From an optimization exercise on the open Yosys and OpenROAD flow, aimed at small area, a short achievable clock period and few clock cycles; shortcuts taken in it are not production practice. Function was checked by simulation only, so behaviour that the tests miss may differ from the original. Power figures rest on the tool's default switching activity, not on a simulated workload.

## CPU_6507
module CPU_6507(
	output [12:0] addr_bus,
	output [7:0] d_out,
	input [7:0] d_in,
	output reg wenb,
	input clk,
	input rstb,
	input rdy
);
For scale: ~1200 cells after synthesis, ~8800 um^2 of cells after synthesis.
export LEC_CHECK = 0
export CAP_MARGIN = 20
export CORE_MARGIN = 2
export CORE_UTILIZATION = 60
export SLEW_MARGIN = 20
create_clock -name core_clock -period 9.0 [get_ports {clk}]
standard.sh (not shown) runs the stock make flow with config.mk's settings and CLKGATE_MAP_FILE= SYNTH_SCRIPT=/design/flow/synth_recipe.tcl, a recipe that flattens the netlist after the stock synthesis.
==> flow/flow/run.sh <==
#!/bin/bash
set -euo pipefail
bash standard.sh "BUFFER_PORTS_ARGS=-buffer_cell sky130_fd_sc_hd__buf_4" SETUP_SLACK_MARGIN=5.8 finish > flow_make.log 2>&1
The starting point ran to the end with no violations.
Testbench counts at the start, summed over its fixed seeds: cycles 244,174.
Change:
==> flow/run.sh (new file) <==
#!/bin/bash
# synth_recipe.tcl (not shown) runs the flow's synth.tcl, then flattens the netlist and writes it again
# the make line also repeats each setting of config.mk as NAME=value (left out here)
make -C /OpenROAD-flow-scripts/flow DESIGN_CONFIG=/design/flow/config.mk WORK_HOME=/design/flow/orfs CLKGATE_MAP_FILE= SYNTH_SCRIPT=/design/flow/synth_recipe.tcl finish
- ABC_AREA: default -> 1
- SETUP_SLACK_MARGIN: default -> 5
removed: flow/flow/run.sh
removed: flow/standard.sh
The new run ran to the end with no violations.
Worst setup slack gets worse by 360 ps.
Global-route usage is lower by 3.1 points.
Non-clock buffer count came out lower by 92.
Final cell count rises by about 12%.
Routed wire length went down by 15%.
Synthesized area shrinks by about 3%.
Power came out lower by about 20%.
Change:
==> flow/flow/run.sh (new file) <==
#!/bin/bash
set -euo pipefail
bash standard.sh "BUFFER_PORTS_ARGS=-buffer_cell sky130_fd_sc_hd__buf_4" SETUP_SLACK_MARGIN=5.8 finish > flow_make.log 2>&1
==> flow/standard.sh (new file) <==
#!/bin/bash
# synth_recipe.tcl (not shown) runs the flow's synth.tcl, then flattens the netlist and writes it again
# the make line also repeats each setting of config.mk as NAME=value (left out here)
make -C /OpenROAD-flow-scripts/flow DESIGN_CONFIG=/design/flow/config.mk WORK_HOME=/design/flow/orfs CLKGATE_MAP_FILE= SYNTH_SCRIPT=/design/flow/synth_recipe.tcl "${@:-finish}"
- SETUP_SLACK_MARGIN: 5 -> default
removed: flow/run.sh
The new run finished with timing, DRC and antenna clean.
Global-route usage came out higher by 0.29 points.
Cell area went up by about 5.5%.
Fmax rises by 20%.
Die area stays the same.
Core utilization increases by 3.6 points.
Synthesized cell count does not change.
Power grows by about 2%.
Via count rose by about 2.7%.
Change:
- CORE_UTILIZATION: 60 -> 55
Via count came out lower by 1.6%. Core utilization came out lower by 5.6 points. Clock skew came out higher by 4.1 ps. Die area came out higher by 8.8%. Wire length came out higher by 0.61%.


== JK ==
CPU_6507 again, from the RTL that the note above started with.
==> flow/config.mk <==
export PLATFORM = sky130hd
export DESIGN_NAME = CPU_6507
export DESIGN_NICKNAME = CPU_6507
export VERILOG_FILES = /design/flow/design.v
export SDC_FILE = /design/flow/constraint.sdc
export NUM_CORES = 4
export LEC_CHECK = 0
export ABC_AREA = 1
export CAP_MARGIN = 20
export CORE_MARGIN = 2
export CORE_UTILIZATION = 60
export SLEW_MARGIN = 20
==> flow/constraint.sdc <==
create_clock -name core_clock -period 9.0 [get_ports {clk}]
set_input_delay 1.8000 -clock core_clock [delete_from_list [all_inputs] [get_ports {clk}]]
set_output_delay 1.8000 -clock core_clock [all_outputs]
set_load 0.01 [all_outputs]
==> flow/flow/run.sh <==
#!/bin/bash
set -euo pipefail
bash standard.sh "BUFFER_PORTS_ARGS=-buffer_cell sky130_fd_sc_hd__buf_4" SETUP_SLACK_MARGIN=5.5 finish > flow_make.log 2>&1
Testbench counts of JK, summed over its fixed seeds: cycles 244,174.
### JK -> MS
Settings: a deleted ABC_AREA that had been 1.
==> flow/flow/run.sh <==
#!/bin/bash
set -euo pipefail
W=$PWD
sed -e "s#^\(\s*\)log_cmd abc {\*}\$abc_args#\1log_cmd abc {*}[lreplace \$abc_args 1 1 $W/flow/abc_nf.script]#" \
    "$FLOW_HOME/scripts/synth.tcl" > "$W/flow_synth_core.tcl"
grep -q 'abc_nf.script' "$W/flow_synth_core.tcl"
sed -e "s#source \$::env(SCRIPTS_DIR)/synth.tcl#source $W/flow_synth_core.tcl#" \
    "$W/synth_recipe.tcl" > "$W/flow_synth.tcl"
grep -q "flow_synth_core.tcl" "$W/flow_synth.tcl"
bash standard.sh SYNTH_SCRIPT="$W/flow_synth.tcl" "BUFFER_PORTS_ARGS=-buffer_cell sky130_fd_sc_hd__buf_4" SETUP_SLACK_MARGIN=5.8 finish > "$W/flow_make.log" 2>&1
==> flow/flow/abc_nf.script (new file) <==
strash
&get -n
&dch -f
&nf
&put
topo
stime -c
buffer -c
upsize -c
dnsize -c
Setup slack for MS: 0.10 ns down relative to JK
Relative to JK, MS improves HPWL reported at the end of detailed placement.
The run showing the smaller wire length is JK.
The final hold violation count was comparable across MS and JK.
--- input diff MS..AL ---
Settings: CTS_BUF_LIST newly set to sky130_fd_sc_hd__clkbuf_4 sky130_fd_sc_hd__clkbuf_8; ABC_AREA newly set to 1.
==> flow/flow/run.sh <==
#!/bin/bash
set -euo pipefail
bash standard.sh "BUFFER_PORTS_ARGS=-buffer_cell sky130_fd_sc_hd__buf_4" SETUP_SLACK_MARGIN=5.8 finish > flow_make.log 2>&1
removed: flow/flow/abc_nf.script
==> summary.txt <==
Full die area: MS and AL compared, lower one is MS. [AL] net count after synthesis rose 292 relative to MS. Per the comparison of AL with MS, cell area after technology mapping increased 2.4%; cell area decreased about 0.6%; area growth from synthesis to final layout decreased 3.5 points; wire length on met1 decreased about 4.6%; global-route wire length before repair decreased about 4%. Compared with MS, AL improves worst relative slew slack.
diff inputs: AL => TR
Settings: CTS_BUF_LIST removed (was sky130_fd_sc_hd__clkbuf_4 sky130_fd_sc_hd__clkbuf_8); TNS_END_PERCENT newly set to 30.
Notes after the runs:
TR completed every stage of the flow, and the final layout passed the timing, DRC and antenna checks. On length in cells of the worst reg-to-reg path: TR sits below AL. HPWL reported at the end of detailed placement essentially unchanged between AL and TR. Count of buffers not belonging to the clock network in the layout: lower on TR. Compared with AL, TR shows a lower combinational group share of total power. The multi-input combinational area share on TR is in line with that on AL. Compared with AL, TR shows a higher sequential share of cell area.

## static timing again, ports no longer ideal
No port has a modelled driver above. Below, the same layouts with a new extraction and two added sets of constraints.
Step 1 assumes that a clkbuf_16 drives the clock port and a buf_2 every other input.
Step 2 adds t to the input delays and takes it off the output delays; t is the mean of the earliest and latest rising clock arrival at the registers after step 1. Input paths then give back, and output paths get back, about the clock's delay inside the block.
Slacks: ideal / step 1 / step 2; pairs: ideal / step 1.
| run | t (ns) | setup slack, ns | worst setup path at the end | worst register clock-pin slew, ns | pins driven straight from the clock port |
|---|---|---|---|---|---|
| the first run of note 1 | 0.414 | 5.441 / 5.441 / 5.326 | input to register | 0.09 / 0.09 | 1 |
| the second run of note 1 | 0.406 | 5.084 / 5.039 / 4.853 | input to register | 0.08 / 0.08 | 1 |
| the third run of note 1 | 0.416 | 5.739 / 5.693 / 5.535 | input to register | 0.08 / 0.08 | 1 |
| the fourth run of note 1 | 0.409 | 5.771 / 5.723 / 5.503 | input to register | 0.08 / 0.08 | 1 |
| JK | 0.414 | 5.530 / 5.485 / 5.285 | input to register | 0.08 / 0.08 | 1 |
| MS | 0.411 | 5.426 / 5.380 / 5.239 | input to register | 0.08 / 0.08 | 1 |
| AL | 0.452 | 5.673 / 5.633 / 5.471 | input to register | 0.12 / 0.12 | 1 |
| TR | 0.415 | 5.614 / 5.566 / 5.421 | input to register | 0.08 / 0.08 | 1 |
After both steps every run listed still meets setup and hold. For the fourth run of note 1, which loses most, drivers alone change the setup slack by -0.048 ns; drivers and shift together by -0.268 ns.
